Background: an optimization exercise with open tools, aiming at small area, a short achievable clock period and few clock cycles. Do not read the settings as production practice. Where RTL was checked, it was by simulation tests only, not by an equivalence proof against the original.

==> inputs of trial 83 <==
==> flow/design.v (excerpt) <==
module MyDesign(
      output reg        dut_busy                   ,
      input  wire       dut_run                    ,
      input  wire       reset_b                    ,
      input  wire       clk                        ,
      output            input_sram_write_enable    ,
      output     [11:0] input_sram_write_addresss  ,
      output     [15:0] input_sram_write_data      ,
      output     [11:0] input_sram_read_address    ,
      input wire [15:0] input_sram_read_data       ,
      output reg        output_sram_write_enable    ,
      output reg [11:0] output_sram_write_addresss  ,
      output reg [15:0] output_sram_write_data      ,
      output     [11:0] output_sram_read_address    ,
      input wire [15:0] output_sram_read_data       ,
      output            scratchpad_sram_write_enable    ,
      output     [11:0] scratchpad_sram_write_addresss  ,
      output     [15:0] scratchpad_sram_write_data      ,
      output     [11:0] scratchpad_sram_read_address    ,
      input wire [15:0] scratchpad_sram_read_data       ,
      output            weights_sram_write_enable    ,
      output     [11:0] weights_sram_write_addresss  ,
      output     [15:0] weights_sram_write_data      ,
      output reg [11:0] weights_sram_read_address    ,
      input wire [15:0] weights_sram_read_data
);
export LEC_CHECK = 0
export CAP_MARGIN = 60
export CORE_MARGIN = 2
export CORE_UTILIZATION = 40
export CTS_CLUSTER_DIAMETER = 100
export CTS_CLUSTER_SIZE = 25
export SLEW_MARGIN = 60
create_clock -name core_clock -period 13.0 [get_ports {clk}]
standard.sh (not shown) runs the stock make flow with config.mk's settings and CLKGATE_MAP_FILE= SYNTH_SCRIPT=/design/flow/synth_recipe.tcl, a recipe that flattens the netlist after the stock synthesis.
==> flow/flow/run.sh <==
#!/bin/bash
# Own layout flow: the standard flow (standard.sh) with two changes.
#  1. After the standard synthesis, fa_polarity.py chooses each full adder's polarity (a full
#     adder is self-dual) and swaps simple gates for their complements, so that most of the
#     inverters Yosys leaves between the adders of the multiplier tree go away. Registers and
#     their cells are untouched; the netlist computes the same function.
#  2. Ports are buffered with sky130_fd_sc_hd__buf_4 (one buffer per port, as the standard
#     flow does) instead of the buffer buffer_ports picks by itself.
# Each step's full output goes to a log file in the work folder.
set -euo pipefail
W=$PWD
RES=$W/orfs/results/${FLOW_PLATFORM}/MyDesign/base
bash standard.sh synth > 1_std_synth.log 2>&1
cp "$RES/1_2_yosys.v" 1_2_yosys.standard.v
python3 flow/fa_polarity.py 1_2_yosys.standard.v 1_2_yosys.polarity.v --size '^\\x[0-2][0-2]\[=sky130_fd_sc_hd__dfxtp_2' '^\\(addr|waddr|output_sram_write|dut_busy)=sky130_fd_sc_hd__dfxtp_2' > 2_fa_polarity.log 2>&1
cp 1_2_yosys.polarity.v "$RES/1_2_yosys.v"
rm -f "$RES/1_synth.odb" "$RES/1_synth.sdc"
bash standard.sh synth > 3_std_synth_odb.log 2>&1
bash standard.sh "BUFFER_PORTS_ARGS=-buffer_cell sky130_fd_sc_hd__buf_4" finish > 4_std_layout.log 2>&1
Other scripts of this flow, unchanged in this note and not shown: flow/flow/fa_polarity.py
==> inputs of trial 27, as changes to trial 83 <==
CTS_BUF_LIST = sky130_fd_sc_hd__clkbuf_16 sky130_fd_sc_hd__clkbuf_8   (was unset)
CTS_CLUSTER_DIAMETER = 60   (was 100)
CTS_CLUSTER_SIZE = 40   (was 25)
==> inputs of build 77, as changes to trial 83 <==
CAP_MARGIN = 45   (was 60)
CORE_UTILIZATION = 55   (was 40)
PLACE_DENSITY = 0.7   (was unset)
SLEW_MARGIN = 45   (was 60)
==> comparison <==
Trial 27 produced a clean layout. Build 77 completed with no timing, DRC or antenna violations. Trial 83 passed the timing, DRC and antenna checks.
The highest first-iteration DRC count belongs to build 77, the lowest to trial 27.
Clock-buffer cell count is the same in build 77 and trial 83.
Via count: trial 83 is smaller than build 77 (about 1.1%).
Setup slack, lowest first: trial 27, build 77, trial 83.
Testbench counts of trial 83, summed over its fixed seeds: cycles 72,146.
Testbench counts of trial 27, summed over its fixed seeds: cycles 72,146.
Testbench counts of build 77, summed over its fixed seeds: cycles 72,146.

==> run Z: inputs <==
MyDesign, a different RTL version from the one above (not shown whole).
Settings: LEC_CHECK=0, CAP_MARGIN=20, CORE_MARGIN=2, CORE_UTILIZATION=40, SLEW_MARGIN=20; clock period 13.0 ns.
run.sh (not shown) runs the stock make flow with config.mk's settings and CLKGATE_MAP_FILE= SYNTH_SCRIPT=/design/flow/synth_recipe.tcl, a recipe that flattens the netlist after the stock synthesis.
Stock flow here: none of the scripts above is used.
==> inputs of run A, as changes to run Z <==
--- a/flow/design.v
+++ b/flow/design.v
@@ -101,15 +101,15 @@
           end
         end
         S_HW: begin
           state <= S_HDR;
         end
         S_DONE: begin
           dcnt <= dcnt + 3'd1;
-          if (dcnt == 3'd5) begin
+          if (dcnt == 3'd6) begin
             dut_busy <= 1'b0;
             state    <= S_IDLE;
             addr     <= 12'd0;
           end
         end
         default: state <= S_IDLE;
       endcase
@@ -132,55 +132,59 @@
       3'd3: begin kr[4] <= weights_sram_read_data[15:8]; kr[5] <= weights_sram_read_data[7:0]; end
       3'd4: begin kr[6] <= weights_sram_read_data[15:8]; kr[7] <= weights_sram_read_data[7:0]; end
       3'd5: begin kr[8] <= weights_sram_read_data[15:8]; end
       default: ;
     endcase
   end
   always @(*) weights_sram_read_address = {9'd0, waddr};
-  reg [15:0] sr0, sr1, sr2, sr3, sr4, sr5, sr6;
-  reg [7:0]  sr7, sr8;        
+  reg [15:0] sr0, sr1, sr2, sr3, sr4, sr5;
+  reg [7:0]  sr6, sr7;        
   always @(posedge clk) begin
     sr0 <= input_sram_read_data;
-    sr1 <= sr0; sr2 <= sr1; sr3 <= sr2; sr4 <= sr3; sr5 <= sr4; sr6 <= sr5;
-    sr7 <= sr6[7:0]; sr8 <= sr7;
+    sr1 <= sr0; sr2 <= sr1; sr3 <= sr2; sr4 <= sr3; sr5 <= sr4;
+    sr6 <= sr5[7:0]; sr7 <= sr6;
   end
   wire tag_start = (state == S_RUN) && (j == 2'd2) && (s != 5'd0);
   wire tag_last  = tag_start && last_s && last_a;
-  reg  [8:1] tg, lt;
-  reg        sel_a, sel_b;
+  reg  [9:1] tg, lt;
   always @(posedge clk) begin
     if (!reset_b) begin
-      tg <= 8'd0; lt <= 8'd0; sel_a <= 1'b0; sel_b <= 1'b0;
+      tg <= 9'd0; lt <= 9'd0;
     end else begin
-      tg <= {tg[7:1], tag_start};
-      lt <= {lt[7:1], tag_last};
-      sel_a <= tg[1] | tg[2];
-      sel_b <= tg[3] | tg[4];
+      tg <= {tg[8:1], tag_start};
+      lt <= {lt[8:1], tag_last};
     end
   end
-  wire [7:0] x00 = sel_a ? sr6[15:8] : sr8;
-  wire [7:0] x01 = sel_a ? sr6[7:0]  : sr4[15:8];
-  wire [7:0] x02 = sel_a ? sr2[15:8] : sr4[7:0];
-  wire [7:0] x10 = sel_b ? sr7 : sr5[15:8];
-  wire [7:0] x11 = sel_b ? sr3[15:8] : sr5[7:0];
-  wire [7:0] x12 = sel_b ? sr3[7:0] : sr1[15:8];
-  wire [7:0] x20 = sel_b ? sr6[7:0] : sr4[15:8];
-  wire [7:0] x21 = sel_b ? sr2[15:8] : sr4[7:0];
-  wire [7:0] x22 = sel_b ? sr2[7:0] : sr0[15:8];
-  wire [18:0] conv;
+  wire sel_a = tg[1] | tg[2];
+  reg  [7:0] x00, x01, x02, x10, x11, x12, x20, x21, x22;
+  always @(posedge clk) begin
+    x00 <= sel_a ? sr5[15:8] : sr7;
+    x01 <= sel_a ? sr5[7:0]  : sr3[15:8];
+    x02 <= sel_a ? sr1[15:8] : sr3[7:0];
+    x10 <= sel_a ? sr4[15:8] : sr6;
+    x11 <= sel_a ? sr4[7:0]  : sr2[15:8];
+    x12 <= sel_a ? sr0[15:8] : sr2[7:0];
+    x20 <= sel_a ? sr3[15:8] : sr5[7:0];
+    x21 <= sel_a ? sr3[7:0]  : sr1[15:8];
+    x22 <= sel_a ? input_sram_read_data[15:8] : sr1[7:0];
+  end
+  wire [18:0] ra, rb;
   conv_tree u_tree (
     .clk(clk),
     .k({kr[8], kr[7], kr[6], kr[5], kr[4], kr[3], kr[2], kr[1], kr[0]}),
     .x({x22, x21, x20, x12, x11, x10, x02, x01, x00}),
-    .conv(conv)
+    .ra(ra), .rb(rb)
   );
+  wire [18:0] conv = ra + rb;
   wire [6:0]  cl   = conv[18] ? 7'd0 : ((|conv[17:7]) ? 7'd127 : conv[6:0]);
+  reg  [6:0]  clr;
   reg  [6:0]  pool;
   always @(posedge clk) begin
-    if (tg[4] || cl > pool) pool <= cl;
+    clr <= cl;
+    if (tg[5] || clr > pool) pool <= clr;
   end
   reg hi_full;
   always @(posedge clk) begin
     if (!reset_b) begin
       output_sram_write_enable <= 1'b0;
       output_sram_write_addresss <= 12'd0;
       hi_full <= 1'b0;
@@ -188,30 +192,30 @@
       output_sram_write_enable <= 1'b0;
       if (output_sram_write_enable)
         output_sram_write_addresss <= output_sram_write_addresss + 12'd1;
       if (state == S_IDLE) begin
         output_sram_write_addresss <= 12'd0;
         hi_full <= 1'b0;
       end
-      if (tg[8]) begin
+      if (tg[9]) begin
         if (!hi_full) begin
           output_sram_write_data[15:8] <= {1'b0, pool};
           output_sram_write_data[7:0]  <= 8'd0;
-          if (lt[8]) output_sram_write_enable <= 1'b1;
+          if (lt[9]) output_sram_write_enable <= 1'b1;
           else       hi_full <= 1'b1;
         end else begin
           output_sram_write_data[7:0] <= {1'b0, pool};
           output_sram_write_enable <= 1'b1;
           hi_full <= 1'b0;
         end
       end
     end
   end
 endmodule
-module conv_tree(input clk, input [71:0] k, input [71:0] x, output reg [18:0] conv);
+module conv_tree(input clk, input [71:0] k, input [71:0] x, output reg [18:0] ra, output reg [18:0] rb);
   reg [144:0] mid;
   wire p1 = x[0] & k[0];
   wire p2 = x[0] & k[1];
   wire p3 = x[0] & k[2];
   wire p4 = x[0] & k[3];
   wire p5 = x[0] & k[4];
   wire p6 = x[0] & k[5];
@@ -2057,10 +2061,11 @@
     mid[138] <= c1366;
     mid[139] <= s1473;
     mid[140] <= c1466;
     mid[141] <= c1468;
     mid[142] <= c1470;
     mid[143] <= c1472;
     mid[144] <= c1474;
-    conv <= {c1670, s1705, s1703, s1701, s1699, s1697, s1695, s1693, s1691, s1689, s1687, s1685, s1683, s1681, s1679, s1677, s1675, s1673, s1635} + {c1706, c1704, c1702, c1700, c1698, c1696, c1694, c1692, c1690, c1688, c1686, c1684, c1682, c1680, c1678, c1676, c1674, c1672, s1671};
+    ra <= {c1670, s1705, s1703, s1701, s1699, s1697, s1695, s1693, s1691, s1689, s1687, s1685, s1683, s1681, s1679, s1677, s1675, s1673, s1635};
+    rb <= {c1706, c1704, c1702, c1700, c1698, c1696, c1694, c1692, c1690, c1688, c1686, c1684, c1682, c1680, c1678, c1676, c1674, c1672, s1671};
   end
 endmodule
==> flow/config.mk (replaced) <==
export PLATFORM = sky130hd
export DESIGN_NAME = MyDesign
export DESIGN_NICKNAME = MyDesign
export VERILOG_FILES = /design/flow/design.v
export SDC_FILE = /design/flow/constraint.sdc
export NUM_CORES = 4
export LEC_CHECK = 0
export CAP_MARGIN = 20
export CORE_MARGIN = 2
export CORE_UTILIZATION = 60
export CTS_BUF_LIST = sky130_fd_sc_hd__clkbuf_4 sky130_fd_sc_hd__clkbuf_8
export PLACE_DENSITY = 0.75
export SLEW_MARGIN = 20
==> inputs of run E, as changes to run Z <==
--- a/flow/design.v
+++ b/flow/design.v
@@ -101,15 +101,15 @@
           end
         end
         S_HW: begin
           state <= S_HDR;
         end
         S_DONE: begin
           dcnt <= dcnt + 3'd1;
-          if (dcnt == 3'd5) begin
+          if (dcnt == 3'd6) begin
             dut_busy <= 1'b0;
             state    <= S_IDLE;
             addr     <= 12'd0;
           end
         end
         default: state <= S_IDLE;
       endcase
@@ -132,55 +132,59 @@
       3'd3: begin kr[4] <= weights_sram_read_data[15:8]; kr[5] <= weights_sram_read_data[7:0]; end
       3'd4: begin kr[6] <= weights_sram_read_data[15:8]; kr[7] <= weights_sram_read_data[7:0]; end
       3'd5: begin kr[8] <= weights_sram_read_data[15:8]; end
       default: ;
     endcase
   end
   always @(*) weights_sram_read_address = {9'd0, waddr};
-  reg [15:0] sr0, sr1, sr2, sr3, sr4, sr5, sr6;
-  reg [7:0]  sr7, sr8;        
+  reg [15:0] sr0, sr1, sr2, sr3, sr4, sr5;
+  reg [7:0]  sr6, sr7;        
   always @(posedge clk) begin
     sr0 <= input_sram_read_data;
-    sr1 <= sr0; sr2 <= sr1; sr3 <= sr2; sr4 <= sr3; sr5 <= sr4; sr6 <= sr5;
-    sr7 <= sr6[7:0]; sr8 <= sr7;
+    sr1 <= sr0; sr2 <= sr1; sr3 <= sr2; sr4 <= sr3; sr5 <= sr4;
+    sr6 <= sr5[7:0]; sr7 <= sr6;
   end
   wire tag_start = (state == S_RUN) && (j == 2'd2) && (s != 5'd0);
   wire tag_last  = tag_start && last_s && last_a;
-  reg  [8:1] tg, lt;
-  reg        sel_a, sel_b;
+  reg  [9:1] tg, lt;
   always @(posedge clk) begin
     if (!reset_b) begin
-      tg <= 8'd0; lt <= 8'd0; sel_a <= 1'b0; sel_b <= 1'b0;
+      tg <= 9'd0; lt <= 9'd0;
     end else begin
-      tg <= {tg[7:1], tag_start};
-      lt <= {lt[7:1], tag_last};
-      sel_a <= tg[1] | tg[2];
-      sel_b <= tg[3] | tg[4];
+      tg <= {tg[8:1], tag_start};
+      lt <= {lt[8:1], tag_last};
     end
   end
-  wire [7:0] x00 = sel_a ? sr6[15:8] : sr8;
-  wire [7:0] x01 = sel_a ? sr6[7:0]  : sr4[15:8];
-  wire [7:0] x02 = sel_a ? sr2[15:8] : sr4[7:0];
-  wire [7:0] x10 = sel_b ? sr7 : sr5[15:8];
-  wire [7:0] x11 = sel_b ? sr3[15:8] : sr5[7:0];
-  wire [7:0] x12 = sel_b ? sr3[7:0] : sr1[15:8];
-  wire [7:0] x20 = sel_b ? sr6[7:0] : sr4[15:8];
-  wire [7:0] x21 = sel_b ? sr2[15:8] : sr4[7:0];
-  wire [7:0] x22 = sel_b ? sr2[7:0] : sr0[15:8];
-  wire [18:0] conv;
+  wire sel_a = tg[1] | tg[2];
+  reg  [7:0] x00, x01, x02, x10, x11, x12, x20, x21, x22;
+  always @(posedge clk) begin
+    x00 <= sel_a ? sr5[15:8] : sr7;
+    x01 <= sel_a ? sr5[7:0]  : sr3[15:8];
+    x02 <= sel_a ? sr1[15:8] : sr3[7:0];
+    x10 <= sel_a ? sr4[15:8] : sr6;
+    x11 <= sel_a ? sr4[7:0]  : sr2[15:8];
+    x12 <= sel_a ? sr0[15:8] : sr2[7:0];
+    x20 <= sel_a ? sr3[15:8] : sr5[7:0];
+    x21 <= sel_a ? sr3[7:0]  : sr1[15:8];
+    x22 <= sel_a ? input_sram_read_data[15:8] : sr1[7:0];
+  end
+  wire [18:0] ra, rb;
   conv_tree u_tree (
     .clk(clk),
     .k({kr[8], kr[7], kr[6], kr[5], kr[4], kr[3], kr[2], kr[1], kr[0]}),
     .x({x22, x21, x20, x12, x11, x10, x02, x01, x00}),
-    .conv(conv)
+    .ra(ra), .rb(rb)
   );
+  wire [18:0] conv = ra + rb;
   wire [6:0]  cl   = conv[18] ? 7'd0 : ((|conv[17:7]) ? 7'd127 : conv[6:0]);
+  reg  [6:0]  clr;
   reg  [6:0]  pool;
   always @(posedge clk) begin
-    if (tg[4] || cl > pool) pool <= cl;
+    clr <= cl;
+    if (tg[5] || clr > pool) pool <= clr;
   end
   reg hi_full;
   always @(posedge clk) begin
     if (!reset_b) begin
       output_sram_write_enable <= 1'b0;
       output_sram_write_addresss <= 12'd0;
       hi_full <= 1'b0;
@@ -188,30 +192,30 @@
       output_sram_write_enable <= 1'b0;
       if (output_sram_write_enable)
         output_sram_write_addresss <= output_sram_write_addresss + 12'd1;
       if (state == S_IDLE) begin
         output_sram_write_addresss <= 12'd0;
         hi_full <= 1'b0;
       end
-      if (tg[8]) begin
+      if (tg[9]) begin
         if (!hi_full) begin
           output_sram_write_data[15:8] <= {1'b0, pool};
           output_sram_write_data[7:0]  <= 8'd0;
-          if (lt[8]) output_sram_write_enable <= 1'b1;
+          if (lt[9]) output_sram_write_enable <= 1'b1;
           else       hi_full <= 1'b1;
         end else begin
           output_sram_write_data[7:0] <= {1'b0, pool};
           output_sram_write_enable <= 1'b1;
           hi_full <= 1'b0;
         end
       end
     end
   end
 endmodule
-module conv_tree(input clk, input [71:0] k, input [71:0] x, output reg [18:0] conv);
+module conv_tree(input clk, input [71:0] k, input [71:0] x, output reg [18:0] ra, output reg [18:0] rb);
   reg [144:0] mid;
   wire p1 = x[0] & k[0];
   wire p2 = x[0] & k[1];
   wire p3 = x[0] & k[2];
   wire p4 = x[0] & k[3];
   wire p5 = x[0] & k[4];
   wire p6 = x[0] & k[5];
@@ -2057,10 +2061,11 @@
     mid[138] <= c1366;
     mid[139] <= s1473;
     mid[140] <= c1466;
     mid[141] <= c1468;
     mid[142] <= c1470;
     mid[143] <= c1472;
     mid[144] <= c1474;
-    conv <= {c1670, s1705, s1703, s1701, s1699, s1697, s1695, s1693, s1691, s1689, s1687, s1685, s1683, s1681, s1679, s1677, s1675, s1673, s1635} + {c1706, c1704, c1702, c1700, c1698, c1696, c1694, c1692, c1690, c1688, c1686, c1684, c1682, c1680, c1678, c1676, c1674, c1672, s1671};
+    ra <= {c1670, s1705, s1703, s1701, s1699, s1697, s1695, s1693, s1691, s1689, s1687, s1685, s1683, s1681, s1679, s1677, s1675, s1673, s1635};
+    rb <= {c1706, c1704, c1702, c1700, c1698, c1696, c1694, c1692, c1690, c1688, c1686, c1684, c1682, c1680, c1678, c1676, c1674, c1672, s1671};
   end
 endmodule
==> notes <==
The highest cell area belongs to run E, the lowest to run Z.
Non-clock buffer count: run A < run E < run Z.
Global-route usage, lowest first: run E, run Z, run A.
Clock-buffer cell count, lowest first: run Z, run E, run A.
Run E completed without violations. Run Z finished clean. Run A went through all stages and came out clean.
In run A the synthesized cell count is higher than in run Z, by about 2%.
Sequential share of layout area: run A > run E > run Z.
The highest utilization belongs to run A, the lowest to run Z.
In run E the critical path depth is lower than in run Z, by 8.
No functional check of the RTL was part of any run of this note.

[separate check: timing with driven ports]
No port has a modelled driver above. Below, the same layouts with a new extraction and two added sets of constraints.
Step 1, drivers: a clkbuf_16 drives clk and a buf_2 each remaining input, both assumed.
Step 2, shift: input delay + t, output delay - t, t = (earliest + latest rising clock arrival at the registers) / 2. This alone moves slack from input paths to output paths.
Slacks: no drivers / after step 1 / after step 2; pairs: no drivers / after step 1.
| run | t, ns | slack for setup (ns) | clock arrival spread, ns |
|---|---|---|---|
| trial 83 | 0.656 | 9.191 / 9.134 / 8.916 | 0.038 / 0.038 |
| trial 27 | 0.699 | 9.137 / 9.079 / 8.900 | 0.030 / 0.029 |
| build 77 | 0.655 | 9.176 / 9.152 / 8.933 | 0.048 / 0.047 |
| run Z | 0.676 | 7.936 / 7.936 / 7.936 | 0.072 / 0.071 |
| run A | 0.743 | 8.592 / 8.533 / 8.113 | 0.028 / 0.028 |
| run E | 0.665 | 8.651 / 8.590 / 8.511 | 0.064 / 0.064 |
After both steps every run listed still meets setup and hold. For run A, which loses most, drivers alone change the setup slack by -0.059 ns; drivers and shift together by -0.479 ns.
